Background: an optimization exercise with open tools, aiming at small area and a short achievable clock period. Do not read the settings as production practice. Only simulation tests tie the RTL to the original design; equivalence was not proved. Power is estimated from default activity; no workload was simulated.

File: design/flow/design.v
module datapath_mi(clk, rst, data, control_word, K, I, alu_status, r0, r1, r2, r3, r4, r5, r6, r7);
	input clk, rst;
	input [21:0] control_word;
	input [7:0] K;
	output [15:0] I;
	output [3:0] alu_status;
	output [7:0] data, r0, r1, r2, r3, r4, r5, r6, r7;
	wire sl     = control_word[21];
	wire il     = control_word[20];
	wire pcl    = control_word[19];
	wire mr     = control_word[18];
	wire mw     = control_word[17];
	wire b_sel  = control_word[16];
	wire a_sel  = control_word[15];
	wire en_alu = control_word[14];
	wire ci     = control_word[13];
	wire [2:0] FS = control_word[12:10];
	wire w      = control_word[9];
	wire [2:0] SB = control_word[8:6];
	wire [2:0] SA = control_word[5:3];
	wire [2:0] DA = control_word[2:0];
	wire [7:0] bus;       
	reg [7:0] R [0:6];
	reg [7:0] PC;
	reg [7:0] IR;
	reg [3:0] ST;
	wire [7:0] sela, selb;
	opdec deca(.s(SA), .x(a_sel), .y(sela));
	opdec decb(.s(SB), .x(b_sel), .y(selb));
	wire [7:0] A, B;       
	wire inv = FS[0] & FS[1];
	wire [7:0] g, p;       
	genvar i, b, k;
	generate
		for (b = 0; b < 8; b = b + 1) begin : op
			mux8 ma(.s(sela), .d({PC[b], R[6][b], R[5][b], R[4][b], R[3][b], R[2][b], R[1][b], R[0][b]}), .y(A[b]));
			mux8 mb(.s(selb), .d({K[b], R[6][b], R[5][b], R[4][b], R[3][b], R[2][b], R[1][b], R[0][b]}), .y(B[b]));
			pgx u(.a(A[b]), .b(B[b]), .inv(inv), .g(g[b]), .p(p[b]));
		end
	endgenerate
	wire [7:1] ng1;
	wire [7:2] np1;
	aoi21 l1_1(.a1(p[0]), .a2(ci), .b1(g[0]), .y(ng1[1]));
	generate
		for (k = 2; k <= 7; k = k + 1) begin : l1
			aoi21 ug(.a1(p[k-1]), .a2(g[k-2]), .b1(g[k-1]), .y(ng1[k]));
			nand2g up(.a(p[k-1]), .b(p[k-2]), .y(np1[k]));
		end
	endgenerate
	wire nci, c1;
	invg ici(.a(ci), .y(nci));
	invg ic1(.a(ng1[1]), .y(c1));
	wire [7:2] g2;
	wire [7:4] p2;
	oai21 l2_2(.a1(np1[2]), .a2(nci), .b1(ng1[2]), .y(g2[2]));
	oai21 l2_3(.a1(np1[3]), .a2(ng1[1]), .b1(ng1[3]), .y(g2[3]));
	generate
		for (k = 4; k <= 7; k = k + 1) begin : l2
			oai21 ug(.a1(np1[k]), .a2(ng1[k-2]), .b1(ng1[k]), .y(g2[k]));
			nor2g up(.a(np1[k]), .b(np1[k-2]), .y(p2[k]));
		end
	endgenerate
	wire [7:4] nc;
	aoi21 l3_4(.a1(p2[4]), .a2(ci), .b1(g2[4]), .y(nc[4]));
	aoi21 l3_5(.a1(p2[5]), .a2(c1), .b1(g2[5]), .y(nc[5]));
	aoi21 l3_6(.a1(p2[6]), .a2(g2[2]), .b1(g2[6]), .y(nc[6]));
	aoi21 l3_7(.a1(p2[7]), .a2(g2[3]), .b1(g2[7]), .y(nc[7]));
	wire cout = g[7] | (p[7] & ~nc[7]);
	wire [7:0] shl, shr;
	shifter sh(.a(A), .sh(B[2:0]), .l(shl), .r(shr));
	wire o_and, o_or, o_shl, o_shr, o_xor, add;
	fdec fd(.fs(FS), .en(en_alu), .o_and(o_and), .o_or(o_or), .o_shl(o_shl), .o_shr(o_shr), .o_xor(o_xor), .add(add));
	wire ram_rd = mr & ~mw & ~K[7] & ~en_alu;    
	wire ram_wr = mw & ~K[7];
	wire [127:0] rsel, wsel;
	wire [7:0] xb;      
	wire [7:0] ramn;    
	wire [7:0] q [0:127];
	wdec rdec(.a(K[6:0]), .y(rsel));
	wdece wdec_(.a(K[6:0]), .en(ram_wr), .y(wsel));
	generate
		for (i = 0; i < 128; i = i + 1) begin : word
			reg [7:0] m;
			always @(posedge clk) if (wsel[i]) m <= bus;
			assign q[i] = m;
		end
		for (b = 0; b < 8; b = b + 1) begin : rd
			wire [42:0] y;
			for (k = 0; k < 42; k = k + 1) begin : l1
				aoi222 u(.a1(rsel[3*k]), .a2(q[3*k][b]),
					.b1(rsel[3*k+1]), .b2(q[3*k+1][b]),
					.c1(rsel[3*k+2]), .c2(q[3*k+2][b]), .y(y[k]));
			end
			aoi22 l1_last(.a1(rsel[126]), .a2(q[126][b]),
				.b1(rsel[127]), .b2(q[127][b]), .y(y[42]));
			wire [11:0] z;
			for (k = 0; k < 7; k = k + 1) begin : l2
				nand4g u(.a(y[4*k]), .b(y[4*k+1]), .c(y[4*k+2]), .d(y[4*k+3]), .y(z[k]));
			end
			for (k = 0; k < 5; k = k + 1) begin : l2b
				nand3g u(.a(y[28+3*k]), .b(y[29+3*k]), .c(y[30+3*k]), .y(z[7+k]));
			end
			wire [5:0] u;
			for (k = 0; k < 6; k = k + 1) begin : l3
				nor2g n(.a(z[2*k]), .b(z[2*k+1]), .y(u[k]));
			end
			wire [1:0] ro;
			nand3g l4_0(.a(u[0]), .b(u[1]), .c(u[2]), .y(ro[0]));
			nand3g l4_1(.a(u[3]), .b(u[4]), .c(u[5]), .y(ro[1]));
			wire rn;
			oai21 l5(.a1(ro[0]), .a2(ro[1]), .b1(ram_rd), .y(rn));
			assign ramn[b] = rn;
			othbit ob(.o_and(o_and), .o_or(o_or), .o_shl(o_shl), .o_shr(o_shr), .o_xor(o_xor),
				.g(g[b]), .p(p[b]), .l(shl[b]), .r(shr[b]), .x(xb[b]));
		end
	endgenerate
	wire [7:0] alun;
	wire [7:0] y1, y0;
	wire [7:0] cpos = {1'b0, 1'b0, 1'b0, 1'b0, g2[3], g2[2], 1'b0, ci};    
	wire [7:0] cneg = {nc[7], nc[6], nc[5], nc[4], 1'b0, 1'b0, ng1[1], 1'b0};  
	generate
		for (b = 0; b < 8; b = b + 1) begin : fv
			selv sv(.add(add), .p(p[b]), .x(xb[b]), .y1(y1[b]), .y0(y0[b]));
			if (b == 0 || b == 2 || b == 3) begin : tp
				muxi m(.s(cpos[b]), .a1(y1[b]), .a0(y0[b]), .y(alun[b]));
			end else begin : tn
				muxi m(.s(cneg[b]), .a1(y0[b]), .a0(y1[b]), .y(alun[b]));
			end
		end
	endgenerate
	generate
		for (b = 0; b < 8; b = b + 1) begin : bo
			nand2g uo(.a(ramn[b]), .b(alun[b]), .y(data[b]));
			nand2g ui(.a(ramn[b]), .b(alun[b]), .y(bus[b]));
		end
	endgenerate
	wire [7:0] cin = {~nc[7], ~nc[6], ~nc[5], ~nc[4], g2[3], g2[2], ~ng1[1], ci};
	reg [7:0] F;
	always @* begin
		case (FS)
			3'b000: F = g;
			3'b001: F = g | p;
			3'b010: F = p ^ cin;
			3'b011: F = p ^ cin;
			3'b100: F = shl;
			3'b101: F = shr;
			3'b110: F = p;
			default: F = 8'd0;
		endcase
	end
	wire Z = (F == 8'd0);
	wire N = F[7];
	wire C = cout;
	wire V = ~(A[7] ^ B[7] ^ inv) & (F[7] ^ A[7]);
	reg [7:0] rom;
	always @* begin
		if (PC[7:4] != 4'd0 || PC[3:2] == 2'b11) rom = 8'h00;
		else case (PC[1:0])
			2'd0: rom = 8'h12;
			2'd1: rom = 8'h43;
			2'd2: rom = 8'h67;
			default: rom = 8'h98;
		endcase
	end
	integer j;
	always @(posedge clk or posedge rst) begin
		if (rst) begin
			for (j = 0; j < 7; j = j + 1) R[j] <= 8'd0;
			PC <= 8'd0;
			IR <= 8'd0;
			ST <= 4'd0;
		end else begin
			if (w && DA != 3'd7) R[DA] <= bus;
			if (sl) ST <= {V, C, N, Z};
			if (pcl) PC <= bus;
			if (il) IR <= rom;
		end
	end
	assign I = {8'd0, IR};
	assign alu_status = ST;
	assign r0 = R[0];
	assign r1 = R[1];
	assign r2 = R[2];
	assign r3 = R[3];
	assign r4 = R[4];
	assign r5 = R[5];
	assign r6 = R[6];
	assign r7 = 8'd0;
endmodule
module opdec(s, x, y);
	input [2:0] s;
	input x;
	output [7:0] y;
	wire [2:0] sn;
	wire xn;
	invg i0(.a(s[0]), .y(sn[0]));
	invg i1(.a(s[1]), .y(sn[1]));
	invg i2(.a(s[2]), .y(sn[2]));
	invg ix(.a(x), .y(xn));
	wire [3:0] n01;
	nand2g a0(.a(sn[0]), .b(sn[1]), .y(n01[0]));
	nand2g a1(.a(s[0]),  .b(sn[1]), .y(n01[1]));
	nand2g a2(.a(sn[0]), .b(s[1]),  .y(n01[2]));
	nand2g a3(.a(s[0]),  .b(s[1]),  .y(n01[3]));
	wire [1:0] n2;
	nand2g b0(.a(sn[2]), .b(xn), .y(n2[0]));
	nand2g b1(.a(s[2]),  .b(xn), .y(n2[1]));
	nor2g y0(.a(n01[0]), .b(n2[0]), .y(y[0]));
	nor2g y1(.a(n01[1]), .b(n2[0]), .y(y[1]));
	nor2g y2(.a(n01[2]), .b(n2[0]), .y(y[2]));
	nor2g y3(.a(n01[3]), .b(n2[0]), .y(y[3]));
	nor2g y4(.a(n01[0]), .b(n2[1]), .y(y[4]));
	nor2g y5(.a(n01[1]), .b(n2[1]), .y(y[5]));
	nor2g y6(.a(n01[2]), .b(n2[1]), .y(y[6]));
	assign y[7] = x;
endmodule
module wdec(a, y);
	input [6:0] a;
	output [127:0] y;
	wire [7:0] lo = 8'd1 << a[2:0];
	wire [15:0] hi = 16'd1 << a[6:3];
	wire [7:0] lon = ~lo;
	wire [15:0] hin = ~hi;
	genvar i;
	for (i = 0; i < 128; i = i + 1) begin : w
		nor2g u(.a(lon[i % 8]), .b(hin[i / 8]), .y(y[i]));
	end
endmodule
module wdece(a, en, y);
	input [6:0] a;
	input en;
	output [127:0] y;
	wire [7:0] lo = 8'd1 << a[2:0];
	wire [15:0] hi = {16{en}} & (16'd1 << a[6:3]);
	wire [7:0] lon = ~lo;
	wire [15:0] hin = ~hi;
	genvar i;
	for (i = 0; i < 128; i = i + 1) begin : w
		nor2g u(.a(lon[i % 8]), .b(hin[i / 8]), .y(y[i]));
	end
endmodule
module mux8(s, d, y);
	input [7:0] s, d;
	output y;
	assign y = |(s & d);
endmodule
module pgx(a, b, inv, g, p);
	input a, b, inv;
	output g, p;
	assign g = a & (b ^ inv);
	assign p = a ^ b ^ inv;
endmodule
module shifter(a, sh, l, r);
	input [7:0] a;
	input [2:0] sh;
	output [7:0] l, r;
	assign l = a << sh;
	assign r = a >> sh;
endmodule
module fdec(fs, en, o_and, o_or, o_shl, o_shr, o_xor, add);
	input [2:0] fs;
	input en;
	output o_and, o_or, o_shl, o_shr, o_xor, add;
	assign o_and = en & (fs == 3'b000);
	assign o_or  = en & (fs == 3'b001);
	assign add   = en & (fs[2:1] == 2'b01);
	assign o_shl = en & (fs == 3'b100);
	assign o_shr = en & (fs == 3'b101);
	assign o_xor = en & (fs == 3'b110);
endmodule
module othbit(o_and, o_or, o_shl, o_shr, o_xor, g, p, l, r, x);
	input o_and, o_or, o_shl, o_shr, o_xor, g, p, l, r;
	output x;
	assign x = (o_and & g) | (o_or & (g | p)) | (o_shl & l) | (o_shr & r) | (o_xor & p);
endmodule
module selv(add, p, x, y1, y0);
	input add, p, x;
	output y1, y0;
	assign y1 = (add & ~p) | x;
	assign y0 = (add & p) | x;
endmodule
module muxi(s, a1, a0, y);
	input s, a1, a0;
	output y;
	assign y = ~(s ? a1 : a0);
endmodule
module aoi222(a1, a2, b1, b2, c1, c2, y);
	input a1, a2, b1, b2, c1, c2;
	output y;
	assign y = ~((a1 & a2) | (b1 & b2) | (c1 & c2));
endmodule
module aoi22(a1, a2, b1, b2, y);
	input a1, a2, b1, b2;
	output y;
	assign y = ~((a1 & a2) | (b1 & b2));
endmodule
module nand4g(a, b, c, d, y);
	input a, b, c, d;
	output y;
	assign y = ~(a & b & c & d);
endmodule
module nand3g(a, b, c, y);
	input a, b, c;
	output y;
	assign y = ~(a & b & c);
endmodule
module aoi21(a1, a2, b1, y);
	input a1, a2, b1;
	output y;
	assign y = ~((a1 & a2) | b1);
endmodule
module oai21(a1, a2, b1, y);
	input a1, a2, b1;
	output y;
	assign y = ~((a1 | a2) & b1);
endmodule
module nand2g(a, b, y);
	input a, b;
	output y;
	assign y = ~(a & b);
endmodule
module nor2g(a, b, y);
	input a, b;
	output y;
	assign y = ~(a | b);
endmodule
module invg(a, y);
	input a;
	output y;
	assign y = ~a;
endmodule
File: design/flow/flow/run.sh
#!/bin/bash
set -euo pipefail
bash standard.sh BUFFER_PORTS_ARGS="-buffer_cell sky130_fd_sc_hd__buf_2" finish > standard_flow.log 2>&1
File: design/flow/standard.sh
#!/bin/bash
# synth_recipe.tcl (not shown) runs the flow's synth.tcl, then flattens the netlist and writes it again
# the make line also repeats each setting of config.mk as NAME=value (left out here)
make -C /OpenROAD-flow-scripts/flow DESIGN_CONFIG=/design/flow/config.mk WORK_HOME=/design/flow/orfs CLKGATE_MAP_FILE= SYNTH_SCRIPT=/design/flow/synth_recipe.tcl "${@:-finish}"
File: design/flow/config.mk
export PLATFORM = sky130hd
export DESIGN_NAME = datapath_mi
export DESIGN_NICKNAME = datapath_mi
export VERILOG_FILES = /design/flow/design.v
export SDC_FILE = /design/flow/constraint.sdc
export NUM_CORES = 4
export LEC_CHECK = 0
export CAP_MARGIN = 20
export CORE_MARGIN = 2
export CORE_UTILIZATION = 65
export CTS_CLUSTER_DIAMETER = 80
export CTS_CLUSTER_SIZE = 25
export SETUP_SLACK_MARGIN = 4
export SLEW_MARGIN = 20
export SYNTH_HIERARCHICAL = 1
export SYNTH_MINIMUM_KEEP_SIZE = 0
export TNS_END_PERCENT = 0
File: design/flow/constraint.sdc
create_clock -name core_clock -period 11.0 [get_ports {clk}]
set_input_delay 2.2000 -clock core_clock [delete_from_list [all_inputs] [get_ports {clk}]]
set_output_delay 2.2000 -clock core_clock [all_outputs]
set_load 0.01 [all_outputs]
==> results_dict.tcl, run 1 <==
set metrics [dict create \
    htreeDepth 2 \
    worstMarginPinSlew_ns 1.106 \
    synth_seq_cells 1097 \
    cts_made_buffers 50 \
    die_w_um 258.5 \
    finalNonFillerCells 3561 \
    wl_met1_mm 42.98 \
    fin_crit_ns 7.053 \
    first_iter_violations 5074 \
    antenna_found_initial 1 \
    synth_area_per_cell_um2 17.21 \
    dp_cells 3403 \
    worstSetupEndpointType "output pin" \
    clock_skew_ns 0.02013 \
    dr.pass1.iters 9 \
    finalHoldViolCount 0 \
    yosysTopAreaCell "edfxtp_1" \
    clk_path_buf_depth 3 \
    grt_max_degree 96 \
    synth_area_leaders "edfxtp_1, a222oi_1, dfrtp_1, nor2_1, mux2_2" \
    dpl.hpwl_mm 69.12 \
    clkLatencyLatePin_ns 0.64 \
    leakagePower_nw 15.45 \
    area_growth_pct 12.07 \
    yosysWarnings 9 \
    synth-main-ff-cell "edfxtp_1" \
    ff_latch_area_um2 32580 \
    slew_headroom_pct 26.30 \
    ir_drop_uv 165.5 \
    maxCapViolCount 0 \
    core_region_area_um2 64230 \
    design_area_um2 47190 \
    setup_viol 0 \
    cp_max_fo 17 \
    die_area_um2 66840 \
    wl_per_cell_um 32.18 \
    gp_congestion 0.9074 \
    critical_path_required_ns 8.80 \
    clkTransAtPathRegs_ns 0.09 \
    cts_sinks 1097 \
    drtAntennaViolNets 0 \
    cp.arrival_ns 4.85 \
    grt_pass1_vias 24820 \
    track_usage_pct 33.58 \
    drt_wl_total_mm 114.6 \
    wl_met2_mm 54.06 \
    max_clock_freq_ghz 0.1418 \
    synth_top_area_share_pct 73.02 \
    port_buffers 107 \
    status "finished clean" \
    die_y_um 258.5 \
    final_nets 2719 \
    grt_pass1_wl_mm 164.6 \
    routed.top_layer "met4" \
    synthCells 2447 \
    ios 124 \
    via_per_inst 7.440 \
    finalSetupTns_ns 0 \
    rows 93 \
    netlist_area_um2 42110 \
    cts_tree "built" \
    rsz0062_at_grt "true" \
    drc_errors 0 \
    drive_gt1_share_pct 21.77 \
    multi_input_area_um2 10370 \
    clockRootBuffer "clkbuf_16" \
    initial_utilization_pct 65.56 \
    synth_edf_count 1024 \
    place_area_um2 43700 \
    wl_met3_mm 14.09 \
    hold_class "reg -> reg" \
    synth_cell_types 79 \
    period_share_pct 64.12 \
    nFillCells 3931 \
    vias 26490 \
    async_flop_share_pct 6.655 \
    cp-start-kind "input port" \
    cts-hold-fix-buffers 0 \
    path_class "in -> out" \
    power_density_nw_per_um2 175.5 \
    seq_area_frac_synth_pct 77.36 \
    overflow 0 \
    maxSlewViolCount 0 \
]
==> area by class of cell <==
cell class                 count  area share, %
sequential                  1097          69.03
clock buffer                  67          2.839
inverter                      31         0.3102
clock inverter                 6        0.09279
antenna                        1       0.005302
tap                          855          2.267
timing repair buffer         213          3.484
multi-input combinational   1291          21.98
==> worst paths after layout <==
check / startpoint / end / slack, ns / depth (start not counted)
worst max-delay path: K[1] / data[1] / 3.95 / 11
worst min-delay path: ST[1] / ST[1] / 0.52 / 2
min in group asynchronous: rst / R[5][7] / 1.84 / 3
max in group asynchronous: rst / R[4][0] / 8.56 / 3
worst min register to register: ST[1] / ST[1] / 0.52 / 2
worst max register to register: R[5][0] / R[0][5] / 6.76 / 14
==> layout by cell type, fill, tap and decap left out, drive strengths merged, types with 33 or more instances in the layout <==
master and count:
edfxtp 1024, o21ai 37, nand2 55, a222oi 336
dfrtp 73, inv 33, mux2 72, nand3 73
buf 211, nand4 78, nor2 340, a22oi 81
clkbuf 69
==> cell families (layout without fill, tap and decap cells) <==
kind of cell	after synthesis	after routing	share of synthesized area (%)
flip-flops	1097	1097	77.36
AO/OA/AOI/OAI	524	524	11.40
other	1	17	0.008905
multiplexers	91	91	2.404
buffers and inverters	74	317	1.022
AND/OR/NAND/NOR	636	636	7.285
adder cells (fa/ha/maj)	3	3	0.08914
XOR/XNOR	21	21	0.4368
==> per-module statistics from Yosys, one instance, submodules excluded, excerpt <==
| module | area, um2 | copies in the design |
|---|---|---|
| shifter | 478.0 | 1 |
| aoi222 | 10.01 | 336 |
| opdec | 7.507 | 2 |
| datapath_mi | 34200 | 1 |
| aoi21 | 8.758 | 11 |
| nand3g | 5.005 | 56 |
| fdec | 71.32 | 1 |
| wdece | 227.7 | 1 |
| invg | 3.754 | 10 |
| oai21 | 5.005 | 14 |
| mux8 | 36.28 | 16 |
==> power breakdown <==
part	internal, mW	switching, mW
combinational	0.368	0.829
clock	0.862	1.20
sequential	4.90	0.121
total	6.13	2.15
==> per-stage QoR <==
| step | util [%] | worst slack (ns) | hold slack (ns) | total power, mW |
|---|---|---|---|---|
| 6_report | 73.47 | 3.947 | 0.5179 | 8.281 |
| 3_3_place_gp | 68.03 | 2.792 | 0.4817 | 6.078 |
| 2_1_floorplan | - | 4.339 | 0.5040 | 5.650 |
| 5_1_grt | 73.47 | 3.892 | 0.5529 | 8.506 |
| 4_1_cts | 72.07 | 3.974 | 0.5144 | 8.203 |
| 3_5_place_dp | 68.03 | 2.737 | 0.4944 | 6.108 |
==> sequential cells by signal, indices dropped and copies added, names as in the netlist <==
name    count
IR          5
word.m   1024
PC          8
ST          4
R          56
==> repair_timing <==
action | CTS | global route
gates cloned | 0 | 4
endpoints found under the setup margin | 8 | 8
pin swaps | 60 | 96
resized for setup | 156 | 151
endpoints found under the hold margin | 0 | 0
buffers inserted | 53 | 27
==> critical path, cell delays in order <==
cell and delay, ns:
buf_4 0.18, or3b_4 0.27, buf_4 0.19, nor2_1 0.16, a222oi_1 0.59, nand4_1 0.33, nor2_4 0.24, nand3_2 0.17
o21ai_4 0.24, nand2_2 0.11, buf_2 0.16
==> Yosys cell counts (all sizes together), types with 17 or more instances <==
cell	instances
nand2	55
nor2	340
inv	31
xor2	19
o21ai	37
edfxtp	1024
nand3	73
mux2i	19
mux2	72
a222oi	336
a21o	17
buf	34
a22oi	81
a21oi	19
nand4	78
dfrtp	73
==> routing by layer <==
layer  global-route usage [%]  up-vias
li1                         -    10940
met1                    49.46    13410
met3                    6.240      214
met2                    52.35     1927
met5                        0        -
met4                    9.778        0
==> inputs of run 2 (changes only) <==
--- a/design/flow/config.mk
+++ b/design/flow/config.mk
@@ -10,4 +10,5 @@
 export CORE_UTILIZATION = 65
-export CTS_CLUSTER_DIAMETER = 80
-export CTS_CLUSTER_SIZE = 25
+export CTS_BUF_LIST = sky130_fd_sc_hd__clkbuf_8
+export CTS_CLUSTER_DIAMETER = 60
+export CTS_CLUSTER_SIZE = 16
 export SETUP_SLACK_MARGIN = 4
==> results_dict.tcl, run 2 <==
set metrics [dict create \
    gp_congestion 0.9074 \
    core_region_area_um2 64230 \
    via_per_inst 7.436 \
    first_iter_violations 5081 \
    synth_area_per_cell_um2 17.21 \
    status "finished clean" \
    vias 26730 \
    synth_fa_ha_area_share_pct 0.08913 \
    r2r-start "R[5][0]" \
    synth_xor_area_share_pct 0.4368 \
    top_regs "word.m x1024, R x56, PC x8" \
    antenna_found_initial 2 \
    dpl.hpwl_mm 69.12 \
    finalSetupTns_ns 0 \
    crit_chain "clkbuf_4, clkbuf_16, nand4bb_1, nor2_1, a222oi_1, nand4_1, nor2_1, nand3_2, o21ai_4, nand2_2, buf_2" \
    synth_seq_cells 1097 \
    cts_tree "built" \
    track_usage_pct 33.85 \
    critical_path_required_ns 8.80 \
    largest_reg_flops 1024 \
    finalNonFillerCells 3595 \
    switching_share_pct 26.82 \
    fin_crit_ns 7.037 \
    p_switching_mw 2.194 \
    yosysMostFrequentCell "edfxtp_1" \
    port_buffers 107 \
    hold_class "reg -> reg" \
    synth_edf_count 1024 \
    maxSlewViolCount 0 \
    slowest_delay_ns 0.58 \
    seq_area_frac_synth_pct 77.36 \
    yosysTopAreaCell "edfxtp_1" \
    crit_top_cell "nor2_1" \
    leakagePower_nw 15.50 \
    startpoint "K[3]" \
    crit_buf_inv 3 \
    dr.pass1.iters 9 \
    crit_slowest_cell "a222oi_1" \
    clkLatencyLatePin_ns 0.75 \
    grt_pass1_wl_mm 165.1 \
    clock_power_share_pct 24.1 \
    rows 93 \
    worst_hold_slack_ns 0.5123 \
    synth.area.mux_share_pct 2.404 \
    clkTransAtPathRegs_ns 0.08 \
    async_flop_share_pct 6.655 \
    synth-main-ff-cell "edfxtp_1" \
    power_density_nw_per_um2 173.5 \
    final_cell_mix "edfxtp_1, a222oi_1, nor2_1" \
    synthCells 2447 \
    netlist_area_um2 42110 \
    synth_area_leaders "edfxtp_1, a222oi_1, dfrtp_1, nor2_1, mux2_2" \
    wl_per_cell_um 32.11 \
    path_delay_family "simple AND/OR/NAND/NOR gates" \
    fin_util_pct 73.43 \
    cp-endpoint "data[0]" \
    power.internal_mw 5.987 \
    rr_endpoint "R[0][5]" \
    cp.arrival_ns 4.84 \
    finalHoldViolCount 0 \
    max_clock_freq_ghz 0.1421 \
    cp-start-kind "input port" \
    worstMarginPinSlew_ns 1.114 \
    clockRootBuffer "clkbuf_8" \
    drc_errors 0 \
    synth_top_family_by_area "compound AO/OA/AOI/OAI gates" \
    grt_pass1_vias 25060 \
    htreeDepth 3 \
    crit_cells 11 \
    ios 124 \
    clk_path_buf_depth 3 \
    ff_latch_area_um2 32580 \
    cts_made_buffers 81 \
    synth_cell_types 79 \
    synth-simple-area-share_pct 7.285 \
    rsz0062_at_grt "true" \
    ir_drop_uv 162.1 \
    path_class "in -> out" \
    drt_wl_total_mm 115.4 \
    cts_sinks 1097 \
    worstRegToRegCells 15 \
    netlist_top_cells_count "edfxtp_1, nor2_1, a222oi_1" \
    grt_max_degree 96 \
    drive_gt1_share_pct 23.56 \
    final_nets 2751 \
    cp_max_fo 8 \
    area_growth_pct 12.00 \
    p_seq_share_pct 61.3 \
    overflow 0 \
    yosysWarnings 9 \
    layout_commonest_cell "edfxtp_1" \
    p_total_mw 8.181 \
    die_area_um2 66840 \
    nFillCells 3954 \
    initial_utilization_pct 65.56 \
    setup_viol 0 \
    rrSetupSlack_ns 6.66 \
    die_w_um 258.5 \
    synth_top_area_share_pct 73.02 \
    die_y_um 258.5 \
    drtAntennaViolNets 0 \
    slew_headroom_pct 25.70 \
    clock_skew_ns 0.05286 \
    combPwrFrac_pct 14.6 \
    worstSetupEndpointType "output pin" \
    synth_compound_area_share_pct 11.40 \
    maxCapViolCount 0 \
    period_share_pct 63.97 \
    multi_input_area_um2 10410 \
    cts-hold-fix-buffers 0 \
    dp_cells 3403 \
    top_register "word.m" \
]
## run 2: cell counts after synthesis
Identical to the previous run, type by type.
## run 2: cell type report
cell class,instances,share of cell area (%)
sequential,1097,69.07
multi-input combinational,1291,22.06
timing repair buffer,214,3.488
clock buffer,83,2.422
tap,855,2.268
clock inverter,22,0.3767
inverter,31,0.3051
antenna,2,0.01061
## run 2: worst min path at each step
stage | start | end | slack (ns) | cells after the start
2_1_floorplan | PC[2] | PC[2] | 0.50 | 1
6_report | ST[1] | ST[1] | 0.51 | 2
4_1_cts | ST[1] | ST[1] | 0.51 | 2
5_1_grt | IR[1] | IR[1] | 0.56 | 1
3_3_place_gp | ST[1] | ST[1] | 0.48 | 2
3_5_place_dp | ST[1] | ST[1] | 0.49 | 2
## run 2: power groups by stage
| stage | Combinational (mW) | Sequential (mW) | Clock (mW) |
|---|---|---|---|
| after floorplan | 0.522 | 5.13 | 0 |
| after global placement | 0.983 | 5.10 | 0 |
| after detailed placement | 1.01 | 5.10 | 0 |
| after CTS | 1.13 | 5.01 | 2.00 |
| after global routing | 1.27 | 5.03 | 2.13 |
| final | 1.19 | 5.02 | 1.97 |
## run 2: per-stage QoR
stage                     setup slack [ns]  area [um2]
after floorplan                      4.339       42170
after global placement               2.792       43700
after detailed placement             2.737       43700
after CTS                            3.955       46210
after global routing                 3.921       47160
final                                3.963       47170
## run 2: cells by family after synthesis
group / Yosys count
fa+ha+maj: 3
simple gates: 636
flops: 1097
compound gates: 524
other cells: 1
buf+inv: 74
xor+xnor: 21
mux: 91
## run 2: layer usage
layer,routed length (um),vias to the layer above,global-route usage (%)
li1,-,10980,-
met1,43700,13570,49.33
met2,54010,1916,52.26
met3,13240,265,6.896
met4,4481,0,11.18
met5,0,-,0
## run 2: worst min-delay path, cell delays in order (launching register included)
cell	delay, ns
dfrtp_1	0.35
nand2_1	0.05
o21ai_0	0.07
## run 2: what timing repair did
item | in CTS | in global routing
gates cloned | 0 | 3
endpoints found under the setup margin | 8 | 8
pin swaps | 61 | 112
setup buffers | 56 | 26
resized for setup | 152 | 174
## run 2: Yosys stat by module (local to each module, per instance), a selection
module | cells inside | flip-flops and latches | cell area [um2]
nand3g | 1 | 0 | 5.005
othbit | 4 | 0 | 27.53
nand2g | 1 | 0 | 3.754
selv | 3 | 0 | 20.02
shifter | 62 | 0 | 478.0
aoi222 | 1 | 0 | 10.01
fdec | 6 | 0 | 71.32
datapath_mi | 1297 | 1097 | 34200
oai21 | 1 | 0 | 5.005
nand4g | 1 | 0 | 6.256
invg | 1 | 0 | 3.754
aoi22 | 1 | 0 | 12.51
wdec | 28 | 0 | 246.5
wdece | 37 | 0 | 227.7
muxi | 1 | 0 | 10.01
==> inputs of run 3 (changes only) <==
--- a/design/flow/design.v
+++ b/design/flow/design.v
@@ -219,10 +219,24 @@
 	output [127:0] y;
-	wire [7:0] lo = 8'd1 << a[2:0];
-	wire [15:0] hi = 16'd1 << a[6:3];
-	wire [7:0] lon = ~lo;
-	wire [15:0] hin = ~hi;
+	wire [7:0] lon0, lon1;
+	wire [15:0] hin;
+	pdec3 pl0(.a(a[2:0]), .yn(lon0));
+	pdec3 pl1(.a(a[2:0]), .yn(lon1));
+	pdec4 ph(.a(a[6:3]), .yn(hin));
 	genvar i;
-	for (i = 0; i < 128; i = i + 1) begin : w
-		nor2g u(.a(lon[i % 8]), .b(hin[i / 8]), .y(y[i]));
+	for (i = 0; i < 64; i = i + 1) begin : w
+		nor2g u(.a(lon0[i % 8]), .b(hin[i / 8]), .y(y[i]));
 	end
+	for (i = 64; i < 128; i = i + 1) begin : w1
+		nor2g u(.a(lon1[i % 8]), .b(hin[i / 8]), .y(y[i]));
+	end
+endmodule
+module pdec3(a, yn);
+	input [2:0] a;
+	output [7:0] yn;
+	assign yn = ~(8'd1 << a);
+endmodule
+module pdec4(a, yn);
+	input [3:0] a;
+	output [15:0] yn;
+	assign yn = ~(16'd1 << a);
 endmodule
==> results_dict.tcl, run 3 <==
set metrics [dict create \
    largest_reg_flops 1024 \
    wl_per_cell_um 32.40 \
    vias 26970 \
    path_class "in -> out" \
    grt_pass1_vias 25420 \
    synth_area_per_cell_um2 17.16 \
    preCtsSetupSlack_ns 2.787 \
    worstMarginPinSlew_ns 1.077 \
    drt_wl_total_mm 116.2 \
    finalHoldViolCount 0 \
    period_share_pct 66.50 \
    core_region_area_um2 64230 \
    netlist_top_cells_count "edfxtp_1, nor2_1, a222oi_1" \
    async_flop_share_pct 6.655 \
    synth-main-ff-cell "edfxtp_1" \
    seq_area_frac_synth_pct 77.30 \
    htreeDepth 3 \
    die_w_um 258.6 \
    dpl.hpwl_mm 71.99 \
    grt_pass1_wl_mm 168.0 \
    final_cell_mix "edfxtp_1, a222oi_1, nor2_1" \
    first_iter_violations 5862 \
    cp_max_fo 25 \
    ios 124 \
    finalSetupTns_ns 0 \
    slew_headroom_pct 28.21 \
    place_area_um2 43750 \
    ir_drop_uv 171.8 \
    fin_util_pct 72.34 \
    setup_ws_ns 3.685 \
    gp_congestion 0.9168 \
    dr.pass1.iters 10 \
    p_total_mw 8.111 \
    clockRootBuffer "clkbuf_8" \
    layout_commonest_cell "edfxtp_1" \
    clkLatencyLatePin_ns 0.74 \
    final_nets 2748 \
    die_area_um2 66890 \
    via_per_inst 7.523 \
    power_density_nw_per_um2 174.6 \
    synthCells 2456 \
    initial_utilization_pct 65.61 \
    drtAntennaViolNets 0 \
    grt_max_degree 94 \
    top_register "word.m" \
    finalNonFillerCells 3585 \
    yosysMostFrequentCell "edfxtp_1" \
    synth_cell_types 79 \
    maxSlewViolCount 0 \
    hold_class "reg -> reg" \
    status "finished clean" \
    port_buffers 107 \
    setup_viol 0 \
    clock_skew_ns 0.04655 \
    max_clock_freq_ghz 0.1367 \
    yosysTopAreaCell "edfxtp_1" \
    rows 93 \
    dp_cells 3412 \
    rsz0062_at_grt "true" \
    overflow 0 \
    synth_edf_count 1024 \
    critical_path_required_ns 8.80 \
    yosysWarnings 9 \
    die_y_um 258.6 \
    worstSetupEndpointType "output pin" \
    cp.arrival_ns 5.11 \
    drc_errors 0 \
    leakagePower_nw 15.23 \
    area_growth_pct 10.25 \
    top_regs "word.m x1024, R x56, PC x8" \
    cts_sinks 1097 \
    cts_made_buffers 80 \
    cts_tree "built" \
    cts-hold-fix-buffers 0 \
    drive_gt1_share_pct 20.41 \
    clkTransAtPathRegs_ns 0.10 \
    fin_crit_ns 7.315 \
    design_area_um2 46470 \
    synth_seq_cells 1097 \
    worst_hold_slack_ns 0.5145 \
    netlist_area_um2 42140 \
    antenna_found_initial 1 \
    cp-start-kind "input port" \
    clk_path_buf_depth 3 \
    synth_top_area_share_pct 72.96 \
    maxCapViolCount 0 \
    track_usage_pct 34.39 \
    synth_area_leaders "edfxtp_1, a222oi_1, dfrtp_1, nor2_1, mux2_2" \
]
-- run 3: changes by cell type in the layout (fill, tap and decap cells not counted), moves of 5 or more --
cell / change
a211oi_1: +6
a22oi_1: +10
a22oi_2: -10
buf_12: -9
inv_1: -7
nand3_1: +13
nand3_2: -11
nor2_1: +54
nor2_2: -36
nor2_4: -15
xor2_1: +5
-- run 3: per-module statistics from Yosys, one instance, submodules excluded, a selection --
module | flip-flops and latches | cells | cell area [um2] | copies in the design
pdec4 | 0 | 20 | 186.4 | 1
fdec | 0 | 6 | 71.32 | 1
pdec3 | 0 | 8 | 60.06 | 2
opdec | 0 | 1 | 7.507 | 2
datapath_mi | 1097 | 1297 | 34200 | 1
aoi222 | 0 | 1 | 10.01 | 336
-- run 3: report_power, final --
group | internal [mW] | leakage (nW) | switching [mW]
sequential | 4.91 | 10.4 | 0.119
clock | 0.694 | 0.675 | 1.24
combinational | 0.338 | 4.18 | 0.817
total | 5.94 | 15.2 | 2.17
-- run 3: logic make-up after synthesis --
logic type	after synthesis	synth area share [%]
flops	1097	77.30
simple gates	652	7.520
compound gates	524	11.40
mux	86	2.295
buf+inv	72	0.9530
xor+xnor	21	0.4364
fa+ha+maj	3	0.08908
other cells	1	0.008898
-- run 3: path summary, 6_finish.rpt --
check | from | endpoint | depth (start not counted) | slack (ns)
max | K[5] | data[1] | 11 | 3.69
min | IR[1] | IR[1] | 1 | 0.51
max reg2reg | R[5][0] | word[69].m[6] | 12 | 6.50
min reg2reg | IR[1] | IR[1] | 1 | 0.51
max in group asynchronous | rst | ST[0] | 3 | 8.64
min in group asynchronous | rst | R[6][0] | 3 | 1.77
-- run 3: cell type report --
cell class | instances | area, um2
sequential | 1097 | 32580
fill | 4001 | 17770
multi-input combinational | 1302 | 9997
timing repair buffer | 202 | 1416
clock buffer | 82 | 1129
tap | 855 | 1070
clock inverter | 16 | 140.1
inverter | 30 | 135.1
antenna | 1 | 2.502
-- run 3: layer usage --
metal / up-vias / global-route usage, % / routed length, um
li1: 11000 / - / -
met1: 13650 / 51.99 / 44180
met2: 2043 / 51.91 / 53250
met3: 285 / 6.103 / 14520
met4: 0 / 11.21 / 4210
met5: - / 0 / 0
-- run 3: what timing repair did --
action | 4_1_cts | 5_1_grt
setup endpoints to repair | 8 | 8
cloned | 2 | 0
gates resized for setup | 161 | 50
pin swaps | 47 | 33
setup buffers | 61 | 11
-- run 3: worst max-delay path, cell delays in order --
cell and delay, ns:
buf_2 0.09, buf_8 0.27, nand4bb_2 0.31, nor2_1 0.20
a222oi_1 0.54, nand4_1 0.29, nor2_1 0.25, nand3_1 0.28
o21ai_4 0.30, nand2_1 0.16, buf_2 0.18
==> inputs of run 4 (changes only) <==
--- a/design/flow/design.v
+++ b/design/flow/design.v
@@ -26,7 +26,8 @@
 	reg [3:0] ST;
-	wire [7:0] sela, selb;
-	opdec deca(.s(SA), .x(a_sel), .y(sela));
-	opdec decb(.s(SB), .x(b_sel), .y(selb));
-	wire [7:0] A, B;       
 	wire inv = FS[0] & FS[1];
+	wire [7:0] sela, selbp, selbn;
+	wire selbz;
+	opdec deca(.s(SA), .x(a_sel), .y(sela));
+	bdec decb(.s(SB), .x(b_sel), .f(FS[1:0]), .sp(selbp), .sn(selbn), .z(selbz));
+	wire [7:0] A, Bs;
 	wire [7:0] g, p;       
@@ -36,4 +37,6 @@
 			mux8 ma(.s(sela), .d({PC[b], R[6][b], R[5][b], R[4][b], R[3][b], R[2][b], R[1][b], R[0][b]}), .y(A[b]));
-			mux8 mb(.s(selb), .d({K[b], R[6][b], R[5][b], R[4][b], R[3][b], R[2][b], R[1][b], R[0][b]}), .y(B[b]));
-			pgx u(.a(A[b]), .b(B[b]), .inv(inv), .g(g[b]), .p(p[b]));
+			mux16 mb(.sp(selbp), .sn(selbn), .z(selbz),
+				.d({K[b], R[6][b], R[5][b], R[4][b], R[3][b], R[2][b], R[1][b], R[0][b]}), .y(Bs[b]));
+			and2g ug(.a(A[b]), .b(Bs[b]), .y(g[b]));
+			xor2g up(.a(A[b]), .b(Bs[b]), .y(p[b]));
 		end
@@ -69,3 +72,3 @@
 	wire [7:0] shl, shr;
-	shifter sh(.a(A), .sh(B[2:0]), .l(shl), .r(shr));
+	shifter sh(.a(A), .sh(Bs[2:0]), .l(shl), .r(shr));    
 	wire o_and, o_or, o_shl, o_shr, o_xor, add;
@@ -95,18 +98,14 @@
 				.b1(rsel[127]), .b2(q[127][b]), .y(y[42]));
-			wire [11:0] z;
-			for (k = 0; k < 7; k = k + 1) begin : l2
+			wire [10:0] z;
+			for (k = 0; k < 10; k = k + 1) begin : l2
 				nand4g u(.a(y[4*k]), .b(y[4*k+1]), .c(y[4*k+2]), .d(y[4*k+3]), .y(z[k]));
 			end
-			for (k = 0; k < 5; k = k + 1) begin : l2b
-				nand3g u(.a(y[28+3*k]), .b(y[29+3*k]), .c(y[30+3*k]), .y(z[7+k]));
-			end
-			wire [5:0] u;
-			for (k = 0; k < 6; k = k + 1) begin : l3
-				nor2g n(.a(z[2*k]), .b(z[2*k+1]), .y(u[k]));
-			end
-			wire [1:0] ro;
-			nand3g l4_0(.a(u[0]), .b(u[1]), .c(u[2]), .y(ro[0]));
-			nand3g l4_1(.a(u[3]), .b(u[4]), .c(u[5]), .y(ro[1]));
-			wire rn;
-			oai21 l5(.a1(ro[0]), .a2(ro[1]), .b1(ram_rd), .y(rn));
+			nand3g l2_last(.a(y[40]), .b(y[41]), .c(y[42]), .y(z[10]));
+			wire [2:0] u;
+			nor4g l3_0(.a(z[0]), .b(z[1]), .c(z[2]), .d(z[3]), .y(u[0]));
+			nor4g l3_1(.a(z[4]), .b(z[5]), .c(z[6]), .d(z[7]), .y(u[1]));
+			nor3g l3_2(.a(z[8]), .b(z[9]), .c(z[10]), .y(u[2]));
+			wire ro, rn;
+			nand3g l4(.a(u[0]), .b(u[1]), .c(u[2]), .y(ro));
+			nand2g l5(.a(ram_rd), .b(ro), .y(rn));
 			assign ramn[b] = rn;
@@ -117,15 +116,10 @@
 	wire [7:0] alun;
-	wire [7:0] y1, y0;
-	wire [7:0] cpos = {1'b0, 1'b0, 1'b0, 1'b0, g2[3], g2[2], 1'b0, ci};    
-	wire [7:0] cneg = {nc[7], nc[6], nc[5], nc[4], 1'b0, 1'b0, ng1[1], 1'b0};  
-	generate
-		for (b = 0; b < 8; b = b + 1) begin : fv
-			selv sv(.add(add), .p(p[b]), .x(xb[b]), .y1(y1[b]), .y0(y0[b]));
-			if (b == 0 || b == 2 || b == 3) begin : tp
-				muxi m(.s(cpos[b]), .a1(y1[b]), .a0(y0[b]), .y(alun[b]));
-			end else begin : tn
-				muxi m(.s(cneg[b]), .a1(y0[b]), .a0(y1[b]), .y(alun[b]));
-			end
-		end
-	endgenerate
+	finp f0(.p(p[0]), .c(ci),     .add(add), .x(xb[0]), .y(alun[0]));
+	finn f1(.p(p[1]), .cn(ng1[1]), .add(add), .x(xb[1]), .y(alun[1]));
+	finp f2(.p(p[2]), .c(g2[2]),  .add(add), .x(xb[2]), .y(alun[2]));
+	finp f3(.p(p[3]), .c(g2[3]),  .add(add), .x(xb[3]), .y(alun[3]));
+	finn f4(.p(p[4]), .cn(nc[4]), .add(add), .x(xb[4]), .y(alun[4]));
+	finn f5(.p(p[5]), .cn(nc[5]), .add(add), .x(xb[5]), .y(alun[5]));
+	finn f6(.p(p[6]), .cn(nc[6]), .add(add), .x(xb[6]), .y(alun[6]));
+	finn f7(.p(p[7]), .cn(nc[7]), .add(add), .x(xb[7]), .y(alun[7]));
 	generate
@@ -153,3 +147,3 @@
 	wire C = cout;
-	wire V = ~(A[7] ^ B[7] ^ inv) & (F[7] ^ A[7]);
+	wire V = ~(A[7] ^ Bs[7]) & (F[7] ^ A[7]);
 	reg [7:0] rom;
@@ -219,25 +213,11 @@
 	output [127:0] y;
-	wire [7:0] lon0, lon1;
-	wire [15:0] hin;
-	pdec3 pl0(.a(a[2:0]), .yn(lon0));
-	pdec3 pl1(.a(a[2:0]), .yn(lon1));
-	pdec4 ph(.a(a[6:3]), .yn(hin));
+	wire [7:0] lo = 8'd1 << a[2:0];
+	wire [15:0] hi = 16'd1 << a[6:3];
+	wire [7:0] lon = ~lo;
+	wire [15:0] hin = ~hi;
 	genvar i;
-	for (i = 0; i < 64; i = i + 1) begin : w
-		nor2g u(.a(lon0[i % 8]), .b(hin[i / 8]), .y(y[i]));
-	end
-	for (i = 64; i < 128; i = i + 1) begin : w1
-		nor2g u(.a(lon1[i % 8]), .b(hin[i / 8]), .y(y[i]));
+	for (i = 0; i < 128; i = i + 1) begin : w
+		nor2g u(.a(lon[i % 8]), .b(hin[i / 8]), .y(y[i]));
 	end
 endmodule
-module pdec3(a, yn);
-	input [2:0] a;
-	output [7:0] yn;
-	assign yn = ~(8'd1 << a);
-endmodule
-module pdec4(a, yn);
-	input [3:0] a;
-	output [15:0] yn;
-	assign yn = ~(16'd1 << a);
-endmodule
 module wdece(a, en, y);
@@ -255,2 +235,41 @@
 endmodule
+module bdec(s, x, f, sp, sn, z);
+	input [2:0] s;
+	input x;
+	input [1:0] f;     
+	output [7:0] sp, sn;
+	output z;
+	wire [2:0] sn_;
+	wire xn, invn, inv;
+	invg i0(.a(s[0]), .y(sn_[0]));
+	invg i1(.a(s[1]), .y(sn_[1]));
+	invg i2(.a(s[2]), .y(sn_[2]));
+	invg ix(.a(x), .y(xn));
+	nand2g iv(.a(f[0]), .b(f[1]), .y(invn));
+	invg iv2(.a(invn), .y(inv));
+	wire [3:0] n01;
+	nand2g a0(.a(sn_[0]), .b(sn_[1]), .y(n01[0]));
+	nand2g a1(.a(s[0]),   .b(sn_[1]), .y(n01[1]));
+	nand2g a2(.a(sn_[0]), .b(s[1]),   .y(n01[2]));
+	nand2g a3(.a(s[0]),   .b(s[1]),   .y(n01[3]));
+	wire [1:0] n2p, n2n;
+	nand3g b0(.a(sn_[2]), .b(xn), .c(invn), .y(n2p[0]));
+	nand3g b1(.a(s[2]),   .b(xn), .c(invn), .y(n2p[1]));
+	nand3g c0(.a(sn_[2]), .b(xn), .c(inv),  .y(n2n[0]));
+	nand3g c1(.a(s[2]),   .b(xn), .c(inv),  .y(n2n[1]));
+	genvar i;
+	for (i = 0; i < 7; i = i + 1) begin : r
+		nor2g p(.a(n01[i % 4]), .b(n2p[i / 4]), .y(sp[i]));
+		nor2g n(.a(n01[i % 4]), .b(n2n[i / 4]), .y(sn[i]));
+	end
+	nor2g z7(.a(n01[3]), .b(n2n[1]), .y(z));
+	nor2g kp(.a(xn), .b(inv), .y(sp[7]));
+	nor2g kn(.a(xn), .b(invn), .y(sn[7]));
+endmodule
+module mux16(sp, sn, z, d, y);
+	input [7:0] sp, sn, d;
+	input z;
+	output y;
+	assign y = |(sp & d) | |(sn & ~d) | z;
+endmodule
 module mux8(s, d, y);
@@ -260,8 +279,2 @@
 endmodule
-module pgx(a, b, inv, g, p);
-	input a, b, inv;
-	output g, p;
-	assign g = a & (b ^ inv);
-	assign p = a ^ b ^ inv;
-endmodule
 module shifter(a, sh, l, r);
@@ -289,12 +302,11 @@
 endmodule
-module selv(add, p, x, y1, y0);
-	input add, p, x;
-	output y1, y0;
-	assign y1 = (add & ~p) | x;
-	assign y0 = (add & p) | x;
+module finp(p, c, add, x, y);
+	input p, c, add, x;
+	output y;
+	assign y = ~(add ? (p ^ c) : x);
 endmodule
-module muxi(s, a1, a0, y);
-	input s, a1, a0;
+module finn(p, cn, add, x, y);
+	input p, cn, add, x;
 	output y;
-	assign y = ~(s ? a1 : a0);
+	assign y = ~(add ? ~(p ^ cn) : x);
 endmodule
@@ -320,2 +332,12 @@
 endmodule
+module nor4g(a, b, c, d, y);
+	input a, b, c, d;
+	output y;
+	assign y = ~(a | b | c | d);
+endmodule
+module nor3g(a, b, c, y);
+	input a, b, c;
+	output y;
+	assign y = ~(a | b | c);
+endmodule
 module aoi21(a1, a2, b1, y);
@@ -345 +367,11 @@
 endmodule
+module and2g(a, b, y);
+	input a, b;
+	output y;
+	assign y = a & b;
+endmodule
+module xor2g(a, b, y);
+	input a, b;
+	output y;
+	assign y = a ^ b;
+endmodule
--- a/design/flow/config.mk
+++ b/design/flow/config.mk
@@ -10,5 +10,4 @@
 export CORE_UTILIZATION = 65
-export CTS_BUF_LIST = sky130_fd_sc_hd__clkbuf_8
-export CTS_CLUSTER_DIAMETER = 60
-export CTS_CLUSTER_SIZE = 16
+export CTS_CLUSTER_DIAMETER = 80
+export CTS_CLUSTER_SIZE = 25
 export SETUP_SLACK_MARGIN = 4
==> results_dict.tcl, run 4 <==
set metrics [dict create \
    initial_utilization_pct 65.86 \
    port_buffers 107 \
    die_w_um 259.6 \
    cts_sinks 1097 \
    ios 124 \
    synthCells 2444 \
    netlist_top_cells_count "edfxtp_1, a222oi_1, nor2_1" \
    dpl.hpwl_mm 73.56 \
    status "finished clean" \
    ir_drop_uv 145.8 \
    cp_max_fo 17 \
    synth-main-ff-cell "edfxtp_1" \
    finalSetupTns_ns 0 \
    seq_area_frac_synth_pct 76.73 \
    core_region_area_um2 64460 \
    grt_pass1_wl_mm 173.3 \
    power_density_nw_per_um2 168.2 \
    dp_cells 3403 \
    drive_gt1_share_pct 20.13 \
    layout_commonest_cell "edfxtp_1" \
    netlist_area_um2 42450 \
    cp.arrival_ns 5.10 \
    clkLatencyLatePin_ns 0.66 \
    final_nets 2716 \
    path_delay_family "simple AND/OR/NAND/NOR gates" \
    overflow 0 \
    vias 26840 \
    fin_util_pct 73.63 \
    async_flop_share_pct 6.655 \
    drc_errors 0 \
    final_cell_mix "edfxtp_1, a222oi_1, nor2_1" \
    clk_path_buf_depth 3 \
    die_area_um2 67370 \
    synth_area_leaders "edfxtp_1, a222oi_1, dfrtp_1, nor2_1, mux2_2" \
    grt_pass1_vias 25420 \
    worstMarginPinSlew_ns 1.136 \
    grt_max_degree 102 \
    first_iter_violations 5072 \
    rsz0062_at_grt "true" \
    finalHoldViolCount 0 \
    cts_made_buffers 51 \
    finalNonFillerCells 3547 \
    synth_top_area_share_pct 72.43 \
    fin_crit_ns 7.301 \
    leakagePower_nw 15.41 \
    cts_tree "built" \
    top_register "word.m" \
    setup_viol 0 \
    wl_per_cell_um 33.65 \
    crit_chain "buf_4, nand3b_1, buf_12, buf_4, nor2_1, a222oi_1, nand4_1, nor4_4, nand3_2, nand2_2, nand2_1, buf_2" \
    max_clock_freq_ghz 0.1370 \
    crit_top_cell "buf_4" \
    yosysWarnings 9 \
    drt_wl_total_mm 119.4 \
    area_growth_pct 11.81 \
    synth_edf_count 1024 \
    maxSlewViolCount 0 \
    largest_reg_flops 1024 \
    via_per_inst 7.566 \
    clockRootBuffer "clkbuf_16" \
    design_area_um2 47470 \
    synth_seq_cells 1097 \
    crit_buf_inv 4 \
    path_class "in -> out" \
    yosysTopAreaCell "edfxtp_1" \
    antenna_cells 0 \
    critical_path_required_ns 8.80 \
    track_usage_pct 35.47 \
    period_share_pct 66.37 \
    drtAntennaViolNets 0 \
    hold_class "reg -> reg" \
    worstSetupEndpointType "output pin" \
    slowest_delay_ns 0.59 \
    rows 93 \
    yosysMostFrequentCell "edfxtp_1" \
    top_regs "word.m x1024, R x56, PC x8" \
    crit_slowest_cell "a222oi_1" \
    dr.pass1.iters 10 \
    cp-start-kind "input port" \
    htreeDepth 2 \
    die_y_um 259.6 \
    maxCapViolCount 0 \
    place_area_um2 44050 \
    slew_headroom_pct 24.24 \
    clock_skew_ns 0.03950 \
    synth_cell_types 69 \
    gp_congestion 1.012 \
    clkTransAtPathRegs_ns 0.10 \
    antenna_found_initial 1 \
    synth_area_per_cell_um2 17.37 \
]
==> run 4: cells by family after synthesis <==
logic type	Yosys count	synth area share (%)
simple gates	627	7.745
mux	145	3.654
fa+ha+maj	3	0.08842
xor+xnor	22	0.4539
other cells	1	0.008833
compound gates	478	10.35
flops	1097	76.73
buf+inv	71	0.9696
==> run 4: metrics by stage <==
step	power [mW]	setup slack, ns	hold slack (ns)
CTS	7.932	3.852	0.5318
global route	8.184	3.670	0.5717
global placement	5.786	2.669	0.4965
detailed placement	5.807	2.589	0.5113
floorplan	5.420	4.194	0.5040
finish	7.983	3.699	0.5342
==> run 4: Yosys stat by module, one instance, submodules excluded, excerpt <==
module / copies in the design / flip-flops and latches / area (um2)
xor2g: 8 / 0 / 8.758
nand3g: 20 / 0 / 5.005
nand2g: 41 / 0 / 3.754
oai21: 6 / 0 / 5.005
mux8: 8 / 0 / 36.28
nor4g: 16 / 0 / 12.51
finp: 3 / 0 / 18.77
datapath_mi: 1 / 1097 / 34100
invg: 11 / 0 / 3.754
==> run 4: per-layer routing <==
layer	wire (um)	vias up	global-route usage (%)	share of wire (%)
met1	42740	13530	50.59	36
met5	0	-	0	0
met4	5542	0	13.41	4.6
li1	-	10970	-	-
met3	14410	294	6.229	12
met2	56680	2044	55.74	47
==> run 4: path summary, 6_finish.rpt <==
check,end,slack [ns],cells after the start,from
worst min-delay path,IR[1],0.53,1,IR[1]
worst max-delay path,data[2],3.70,12,K[2]
worst max register to register,R[0][3],6.45,14,R[0][2]
worst min register to register,IR[1],0.53,1,IR[1]
max in group asynchronous,PC[7],8.55,3,rst
min in group asynchronous,R[5][4],1.85,3,rst
==> run 4: report_power, final <==
part	switching [mW]	total, mW	internal [mW]
registers	0.123	4.91	4.78
clock network	1.23	2.10	0.877
logic	0.661	0.975	0.314
==> run 4: what timing repair did <==
| action | in CTS | in global routing |
|---|---|---|
| endpoints found under the setup margin | 58 | 8 |
| setup buffers | 56 | 20 |
| hold buffers | 0 | 0 |
| gates resized for setup | 200 | 42 |
| pin swaps | 112 | 50 |
| gates cloned | 4 | 0 |
==> run 4: area by class of cell <==
type,instances,area (um2)
Fill cell,3934,17000
Timing Repair Buffer,208,1650
Inverter,30,123.9
Clock inverter,10,138.9
Clock buffer,54,1287
Sequential cell,1097,32580
Multi-Input combinational cell,1293,10620
Tap cell,855,1070

-- separate check: timing with driven ports --
In the flow no input, the clock included, has a driving cell. The finished layouts below were timed again as built, in two steps. Step 1 sets driving cells, clkbuf_16 on the clock port and buf_2 on the other inputs (assumed; they add their load-dependent delay and slew). Step 2, shift: input delay + t, output delay - t, t = (earliest + latest rising clock arrival at the registers) / 2. This alone moves slack from input paths to output paths. a / b / c = ideal ports / drivers / drivers and shift; a / b = the first two.
| run | t, ns | setup WS [ns] | hold WS [ns] | worst register clock-pin slew, ns |
|---|---|---|---|---|
| run 1 | 0.696 | 3.947 / 3.897 / 3.897 | 0.518 / 0.518 / 0.518 | 0.10 / 0.10 |
| run 2 | 0.787 | 3.963 / 3.893 / 3.893 | 0.512 / 0.512 / 0.512 | 0.11 / 0.11 |
| run 3 | 0.776 | 3.685 / 3.664 / 3.664 | 0.514 / 0.514 / 0.514 | 0.11 / 0.11 |
| run 4 | 0.713 | 3.699 / 3.628 / 3.628 | 0.534 / 0.534 / 0.534 | 0.10 / 0.10 |
After both steps every run listed still meets setup and hold. For run 4, which loses most, drivers alone change the setup slack by -0.071 ns; drivers and shift together by -0.071 ns.
